What follows belongs to an exercise in optimizing a design on an open flow for small area; a production flow would make more cautious choices. Only simulation tests tie the RTL to the original design; equivalence was not proved. Power is estimated from default activity; no workload was simulated.

==> run a <==
// Lab3_140L
module Lab3_140L (
    input  wire       rst,
    input  wire       clk,
    input  wire       bu_rx_data_rdy,
    input  wire [7:0] bu_rx_data,
    output wire       L3_tx_data_rdy,
    output wire [7:0] L3_tx_data,
    output wire [4:0] L3_led,
    output wire       oneSecPluse,
    output wire [6:0] L3_segment1,
    output wire [6:0] L3_segment2,
    output wire [6:0] L3_segment3,
    output wire [6:0] L3_segment4,
    output wire [3:0] di_Mtens,
    output wire [3:0] di_Mones,
    output wire [3:0] di_Stens,
    output wire [3:0] di_Sones,
    output wire [3:0] di_AMtens,
    output wire [3:0] di_AMones,
    output wire [3:0] di_AStens,
    output wire [3:0] di_ASones
);
    wire [7:0] b = bu_rx_data;
    wire b_cmd = (b == 8'h0d) | (b == 8'h40) |
                 ((b[7:6] == 2'b01) & (b[4] == 1'b0) &
                  ((b[3:0] == 4'h1) | (b[3:0] == 4'hc) | (b[3:0] == 4'he))) |    
                 ((b[7:6] == 2'b01) & (b[4] == 1'b1) & (b[3:0] == 4'h3));        
  ...
==> flow/config.mk <==
export PLATFORM = sky130hd
export DESIGN_NAME = Lab3_140L
export DESIGN_NICKNAME = Lab3_140L
export VERILOG_FILES = /design/flow/design.v
export SDC_FILE = /design/flow/constraint.sdc
export NUM_CORES = 4
export LEC_CHECK = 0
export ABC_AREA = 1
export CAP_MARGIN = 20
export CORE_MARGIN = 2
export CORE_UTILIZATION = 70
export PLACE_DENSITY = 0.8
export SLEW_MARGIN = 20
==> flow/constraint.sdc <==
create_clock -name core_clock -period 10.0 [get_ports {clk}]
set_input_delay 2.0000 -clock core_clock [delete_from_list [all_inputs] [get_ports {clk}]]
set_output_delay 2.0000 -clock core_clock [all_outputs]
set_load 0.01 [all_outputs]
run.sh (not shown) runs the stock make flow with config.mk's settings and CLKGATE_MAP_FILE= SYNTH_SCRIPT=/design/flow/synth_recipe.tcl, a recipe that flattens the netlist after the stock synthesis.
==> run b: changes against run a <==
--- a/flow/design.v
+++ b/flow/design.v
@@ -25,35 +25,36 @@
                  ((b[7:6] == 2'b01) & (b[4] == 1'b0) &
                   ((b[3:0] == 4'h1) | (b[3:0] == 4'hc) | (b[3:0] == 4'he))) |    
                  ((b[7:6] == 2'b01) & (b[4] == 1'b1) & (b[3:0] == 4'h3));        
     wire b_dig = (b[7:4] == 4'h3) & ~(b[3] & (b[2] | b[1]));
     reg [3:0] nib;
     reg       is_cmd, is_dig;
     always @(posedge clk) begin
-        nib    <= b[3:0];
+        nib    <= rst ? 4'd0 : b[3:0];
         is_cmd <= ~rst & bu_rx_data_rdy & b_cmd;
         is_dig <= ~rst & bu_rx_data_rdy & b_dig;
     end
     wire det_cr = is_cmd & (nib == 4'hd);
     wire det_S  = is_cmd & (nib == 4'h3);
     wire det_L  = is_cmd & (nib == 4'hc);
     wire det_A  = is_cmd & (nib == 4'h1);
     wire det_N  = is_cmd & (nib == 4'he);
     wire det_at = is_cmd & (nib == 4'h0);
     wire det_09 = is_dig;
     wire det_05 = is_dig & ~nib[3] & ~(nib[2] & nib[1]);
-    reg [12:0] cnt;
+    reg [12:0] lf;
     reg        sec_clk, sec_clkD;
-    wire       wrap = cnt[12] & cnt[10] & cnt[9] & cnt[8] & cnt[7];    
+    wire       wrap = ((lf & 13'h1df9) == (13'h13e1 & 13'h1df9));
+    wire       lf_fb = lf[12] ^ lf[9] ^ lf[4] ^ lf[2] ^ wrap;
     always @(posedge clk) begin
         if (rst) begin
-            cnt     <= 13'd0;
+            lf      <= 13'h03e1;
             sec_clk <= 1'b0;
         end else begin
-            cnt     <= wrap ? 13'd1 : cnt + 13'd1;
+            lf      <= {lf[11:0], lf_fb};
             sec_clk <= sec_clk ^ wrap;
         end
         sec_clkD <= sec_clk;
     end
     reg [2:0] step;
     reg       mode;
     reg       run;
@@ -115,32 +116,26 @@
     wire mt5 = mt[2] & mt[0];
     wire [3:0] so_inc = {(so[3] & ~so[0]) | (so[2] & so[1] & so[0]), so[2] ^ (so[1] & so[0]),
                          ~so[3] & (so[1] ^ so[0]), ~so[0]};
     wire [3:0] mo_inc = {(mo[3] & ~mo[0]) | (mo[2] & mo[1] & mo[0]), mo[2] ^ (mo[1] & mo[0]),
                          ~mo[3] & (mo[1] ^ mo[0]), ~mo[0]};
     wire [2:0] st_inc = {st[2] ? ~st[0] : (st[1] & st[0]), ~st[2] & (st[1] ^ st[0]), ~st[0]};
     wire [2:0] mt_inc = {mt[2] ? ~mt[0] : (mt[1] & mt[0]), ~mt[2] & (mt[1] ^ mt[0]), ~mt[0]};
-    always @(posedge clk) begin
-        if (rst) begin
-            so <= 4'd0; st <= 3'd0; mo <= 4'd0; mt <= 3'd0;
-            aso <= 4'd0; ast <= 3'd0; amo <= 4'd0; amt <= 3'd0;
-        end else begin
-            if (ldSo)                    so <= nib;
-            else if (strb)               so <= so_inc;
-            if (ldSt)                    st <= nib[2:0];
-            else if (strb & so9)         st <= st_inc;
-            if (ldMo)                    mo <= nib;
-            else if (strb & so9 & st5)   mo <= mo_inc;
-            if (ldMt)                    mt <= nib[2:0];
-            else if (strb & so9 & st5 & mo9) mt <= mt_inc;
-            if (aSo) aso <= nib;
-            if (aSt) ast <= nib[2:0];
-            if (aMo) amo <= nib;
-            if (aMt) amt <= nib[2:0];
-        end
+    wire       l_so = ldSo | rst, l_st = ldSt | rst, l_mo = ldMo | rst, l_mt = ldMt | rst;
+    wire       c_so = strb, c_st = strb & so9, c_mo = strb & so9 & st5, c_mt = strb & so9 & st5 & mo9;
+    wire       l_aso = aSo | rst, l_ast = aSt | rst, l_amo = aMo | rst, l_amt = aMt | rst;
+    always @(posedge clk) begin
+        so  <= ({4{l_so}} & nib) | ({4{~l_so & c_so}} & so_inc) | ({4{~l_so & ~c_so}} & so);
+        st  <= ({3{l_st}} & nib[2:0]) | ({3{~l_st & c_st}} & st_inc) | ({3{~l_st & ~c_st}} & st);
+        mo  <= ({4{l_mo}} & nib) | ({4{~l_mo & c_mo}} & mo_inc) | ({4{~l_mo & ~c_mo}} & mo);
+        mt  <= ({3{l_mt}} & nib[2:0]) | ({3{~l_mt & c_mt}} & mt_inc) | ({3{~l_mt & ~c_mt}} & mt);
+        aso <= ({4{l_aso}} & nib) | ({4{~l_aso}} & aso);
+        ast <= ({3{l_ast}} & nib[2:0]) | ({3{~l_ast}} & ast);
+        amo <= ({4{l_amo}} & nib) | ({4{~l_amo}} & amo);
+        amt <= ({3{l_amt}} & nib[2:0]) | ({3{~l_amt}} & amt);
     end
     assign di_Sones  = so;
     assign di_Stens  = {1'b0, st};
     assign di_Mones  = mo;
     assign di_Mtens  = {1'b0, mt};
     assign di_ASones = aso;
     assign di_AStens = {1'b0, ast};
@@ -195,20 +190,22 @@
         if (rst)        sel <= 2'd0;
         else if (det_N) sel <= sel + 2'd1;
     wire [3:0] led_dig = (sel == 2'd0) ? so : (sel == 2'd1) ? {1'b0, st} :
                          (sel == 2'd2) ? mo : {1'b0, mt};
     assign L3_led = trig ? {5{pulse}} : {pulse, led_dig};
     reg [7:0] dly;
     reg       dly_rdy;
+    wire      dly_z7 = ~|dly[6:0];
+    wire      dly_fb = dly_z7 ? (~dly[7] & bu_rx_data[0]) : (dly[7] ^ dly[3] ^ dly[2] ^ dly[1]);
     always @(posedge clk) begin
         if (rst)
             dly <= 8'd0;
-        else if (bu_rx_data[0] | (dly != 8'd0))
-            dly <= dly + 8'd1;
-        dly_rdy <= &dly;
+        else
+            dly <= {dly[6:0], dly_fb};
+        dly_rdy <= dly_z7 & dly[7];
     end
     reg [3:0] sc;
     reg       tx_rdy;
     always @(posedge clk) begin
         if (rst)
             sc <= 4'd0;
         else if (dly_rdy | (sc != 4'd0))
==> flow/flow/run.sh (new file) <==
#!/bin/bash
# Own layout flow: the standard synthesis, an area-oriented re-mapping of the combinational
# logic (registers kept as they are, proven equivalent), then the standard layout steps with
# buf_1 port buffers and a clock tree without dummy loads.
set -uo pipefail
W=$(pwd)
R=$W/orfs/results/$FLOW_PLATFORM/Lab3_140L/base
LIB=$FLOW_HOME/platforms/$FLOW_PLATFORM/lib/sky130_fd_sc_hd__tt_025C_1v80.lib
YOSYS=$(command -v yosys || echo $FLOW_HOME/../tools/install/yosys/bin/yosys)
source flow/knobs.sh

bash standard.sh synth > synth.log 2>&1 || exit 1

# area re-mapping of the combinational logic
DU=$(sed -n '/DONT_USE_CELLS/,/^#/p' $FLOW_HOME/platforms/$FLOW_PLATFORM/config.mk | grep -o "sky130_fd_sc_hd__[a-z0-9_]*" | sed 's/^/-dont_use /' | tr '\n' ' ')
cp $R/1_2_yosys.v $W/std_synth.v
echo "$ABC_SCRIPT" > $W/reabc.abc
cat > $W/reabc.ys <<EOY
read_liberty -ignore_miss_func -overwrite $LIB
read_verilog $W/std_synth.v
hierarchy -top $FLOW_TOP
setattr -mod -set keep_hierarchy 1 sky130_fd_sc_hd__*df* sky130_fd_sc_hd__*dl*
flatten
delete t:\\\$scopeinfo
rename -hide w:*.* w:_*
opt -full
abc -liberty $LIB $DU -script $W/reabc.abc
opt_clean -purge
read_liberty -lib -overwrite $LIB
hilomap -hicell sky130_fd_sc_hd__conb_1 HI -locell sky130_fd_sc_hd__conb_1 LO
insbuf -buf sky130_fd_sc_hd__buf_1 A X
opt_clean -purge
check -assert -mapped $FLOW_TOP
stat -liberty $LIB
write_verilog -noattr -noexpr -nohex -nodec -selected $W/reabc.v
EOY
cat > $W/equiv.ys <<EOY
read_liberty -ignore_miss_func -overwrite $LIB
read_verilog $W/std_synth.v
rename $FLOW_TOP gold
read_verilog $W/reabc.v
rename $FLOW_TOP gate
flatten gold gate
delete t:\\\$scopeinfo
opt_clean
equiv_make gold gate eq
hierarchy -top eq
equiv_simple
equiv_induct
equiv_status -assert
EOY
if $YOSYS -l $W/reabc.log -q $W/reabc.ys > /dev/null 2>&1 && \
   $YOSYS -l $W/equiv.log -q $W/equiv.ys > /dev/null 2>&1 && \
   [ "$(grep -cE '^ *sky130_fd_sc_hd__[a-z]*(df|dl)' $W/reabc.v)" = "$(grep -cE '^ *sky130_fd_sc_hd__[a-z]*(df|dl)' $W/std_synth.v)" ]; then
  echo "re-mapped netlist used" > $W/reabc.status
  cp $W/reabc.v $R/1_2_yosys.v
  rm -f $R/1_synth.odb $R/1_synth.sdc
else
  echo "re-mapping failed: standard netlist kept" > $W/reabc.status
fi

bash standard.sh "${EXTRA[@]}" finish > layout.log 2>&1
==> flow/flow/knobs.sh (new file) <==
ABC_SCRIPT='strash; &get -n; &deepsyn -T 30; &put; dch -f; amap; topo'
EXTRA=("BUFFER_PORTS_ARGS=-buffer_cell sky130_fd_sc_hd__buf_1"
       "CTS_ARGS=-sink_clustering_enable -repair_clock_nets -dont_use_dummy_load -buf_list sky130_fd_sc_hd__clkbuf_4 -root_buf sky130_fd_sc_hd__clkbuf_8")
==> flow/standard.sh (new file) <==
#!/bin/bash
# synth_recipe.tcl (not shown) runs the flow's synth.tcl, then flattens the netlist and writes it again
# the make line also repeats each setting of config.mk as NAME=value (left out here)
make -C /OpenROAD-flow-scripts/flow DESIGN_CONFIG=/design/flow/config.mk WORK_HOME=/design/flow/orfs CLKGATE_MAP_FILE= SYNTH_SCRIPT=/design/flow/synth_recipe.tcl "${@:-finish}"
removed: flow/run.sh
==> run c: changes against run a <==
==> flow/flow/run.sh (new file) <==
#!/bin/bash
# Own layout flow: the standard synthesis, an area-oriented re-mapping of the combinational
# logic (registers kept as they are, proven equivalent), then the standard layout steps with
# buf_1 port buffers and a clock tree without dummy loads.
set -uo pipefail
W=$(pwd)
R=$W/orfs/results/$FLOW_PLATFORM/Lab3_140L/base
LIB=$FLOW_HOME/platforms/$FLOW_PLATFORM/lib/sky130_fd_sc_hd__tt_025C_1v80.lib
YOSYS=$(command -v yosys || echo $FLOW_HOME/../tools/install/yosys/bin/yosys)
source flow/knobs.sh

bash standard.sh synth > synth.log 2>&1 || exit 1

# area re-mapping of the combinational logic
DU=$(sed -n '/DONT_USE_CELLS/,/^#/p' $FLOW_HOME/platforms/$FLOW_PLATFORM/config.mk | grep -o "sky130_fd_sc_hd__[a-z0-9_]*" | sed 's/^/-dont_use /' | tr '\n' ' ')
cp $R/1_2_yosys.v $W/std_synth.v
echo "$ABC_SCRIPT" > $W/reabc.abc
cat > $W/reabc.ys <<EOY
read_liberty -ignore_miss_func -overwrite $LIB
read_verilog $W/std_synth.v
hierarchy -top $FLOW_TOP
setattr -mod -set keep_hierarchy 1 sky130_fd_sc_hd__dfxtp_1
flatten
delete t:\\\$scopeinfo
rename -hide w:*.* w:_*
opt -full
abc -liberty $LIB $DU -script $W/reabc.abc
opt_clean -purge
read_liberty -lib -overwrite $LIB
hilomap -hicell sky130_fd_sc_hd__conb_1 HI -locell sky130_fd_sc_hd__conb_1 LO
insbuf -buf sky130_fd_sc_hd__buf_1 A X
opt_clean -purge
check -assert -mapped $FLOW_TOP
stat -liberty $LIB
write_verilog -noattr -noexpr -nohex -nodec -selected $W/reabc.v
EOY
cat > $W/equiv.ys <<EOY
read_liberty -ignore_miss_func -overwrite $LIB
read_verilog $W/std_synth.v
rename $FLOW_TOP gold
read_verilog $W/reabc.v
rename $FLOW_TOP gate
flatten gold gate
delete t:\\\$scopeinfo
opt_clean
equiv_make gold gate eq
hierarchy -top eq
equiv_simple
equiv_induct
equiv_status -assert
EOY
if $YOSYS -l $W/reabc.log -q $W/reabc.ys > /dev/null 2>&1 && \
   $YOSYS -l $W/equiv.log -q $W/equiv.ys > /dev/null 2>&1 && \
   [ "$(grep -c 'dfxtp' $W/reabc.v)" = "$(grep -c 'dfxtp' $W/std_synth.v)" ]; then
  echo "re-mapped netlist used" > $W/reabc.status
  cp $W/reabc.v $R/1_2_yosys.v
  rm -f $R/1_synth.odb $R/1_synth.sdc
else
  echo "re-mapping failed: standard netlist kept" > $W/reabc.status
fi

bash standard.sh "${EXTRA[@]}" finish > layout.log 2>&1
==> flow/flow/knobs.sh (new file) <==
ABC_SCRIPT='strash; &get -n; &deepsyn -T 30; &put; dch -f; &get -n; &nf -R 1000; &put; topo'
EXTRA=("BUFFER_PORTS_ARGS=-buffer_cell sky130_fd_sc_hd__buf_1"
       "CTS_ARGS=-sink_clustering_enable -repair_clock_nets -dont_use_dummy_load")
==> flow/standard.sh (new file) <==
#!/bin/bash
# synth_recipe.tcl (not shown) runs the flow's synth.tcl, then flattens the netlist and writes it again
# the make line also repeats each setting of config.mk as NAME=value (left out here)
make -C /OpenROAD-flow-scripts/flow DESIGN_CONFIG=/design/flow/config.mk WORK_HOME=/design/flow/orfs CLKGATE_MAP_FILE= SYNTH_SCRIPT=/design/flow/synth_recipe.tcl "${@:-finish}"
removed: flow/run.sh
==> run d: changes against run a <==
- CORE_UTILIZATION: 70 -> 40
- PLACE_DENSITY: 0.8 -> default
==> results.txt <==
                                                                                                    run d                     run a                    run b                     run c
Area fraction of clock buffers and clock inverters                                                 6.177%                    3.293%                   3.182%                    3.079%
Run status                                                               no timing/DRC/antenna violations  no timing/DRC/antenna violations  no timing/DRC/antenna violations  no timing/DRC/antenna violations
Delay of the slowest cell on the worst path                                                       0.55 ns                   0.55 ns                  0.55 ns                   0.57 ns
Post-Route Hold Slack                                                                           0.3913 ns                 0.4246 ns                0.3999 ns                 0.3807 ns
Leakage power figure                                                                             2.510 nW                  2.418 nW                 1.351 nW                  1.440 nW
Power drawn by the clock network                                                                 0.375 mW                  0.216 mW                 0.171 mW                  0.174 mW
Fraction of area in multi-input gates                                                              44.61%                    46.90%                   39.47%                    49.02%
Bufs w/o clock                                                                                         81                        80                       81                        81
DP Worst Slack                                                                                   5.657 ns                  5.717 ns                 4.585 ns                  4.673 ns
Total number of placement rows                                                                         38                        29                       25                        25
CP max FO                                                                                               9                        10                       11                        13
Starting Density                                                                                   41.28%                    71.92%                   72.13%                    73.91%
Power consumed by combinational cells                                                           0.0908 mW                 0.0908 mW                0.0960 mW                 0.0239 mW
Sequential share of cell area                                                                      25.05%                    26.34%                   40.63%                    35.83%
Global placement routability congestion                                                            0.9348                     1.080                   0.9989                    0.9480
Vias in the first global route                                                                       4162                      4733                     3187                      3223
Filler Cell Count                                                                                    1093                       375                      314                       307
Grt met1 use                                                                                       27.31%                    43.72%                   45.88%                    40.39%
Die Area                                                                                        12150 um2                  7107 um2                 5441 um2                  5638 um2
Library cell contributing the largest single delay on the critical path  sky130_fd_sc_hd__clkdlybuf4s50_1  sky130_fd_sc_hd__dfxtp_1  sky130_fd_sc_hd__nor2_1  sky130_fd_sc_hd__dfxtp_1
Well-tap cell count                                                                                   140                        77                       67                        67

## afterwards: timing with drivers on the ports
The results above use ideal ports. As a check the final layouts listed here were re-extracted and re-timed, cells and wires unchanged. Step 1 sets driving cells, clkbuf_16 on the clock port and buf_2 on the other inputs (assumed; they add their load-dependent delay and slew). Step 2 also shifts input and output timing later by t, the mid clock arrival at the registers, as if the neighbouring blocks saw the same clock. Three values: ideal ports, drivers, drivers and shift; two values: the first two.
run | t (ns) | setup slack, ns | hold WS [ns]
run a | 0.386 | 5.330 / 5.299 / 5.627 | 0.425 / 0.425 / 0.425
run b | 0.367 | 4.109 / 4.078 / 4.446 | 0.400 / 0.400 / 0.400
run c | 0.367 | 4.228 / 4.198 / 4.565 | 0.381 / 0.381 / 0.381
run d | 0.364 | 5.390 / 5.356 / 5.720 | 0.391 / 0.391 / 0.391
After both steps setup and hold are still met in every run listed.
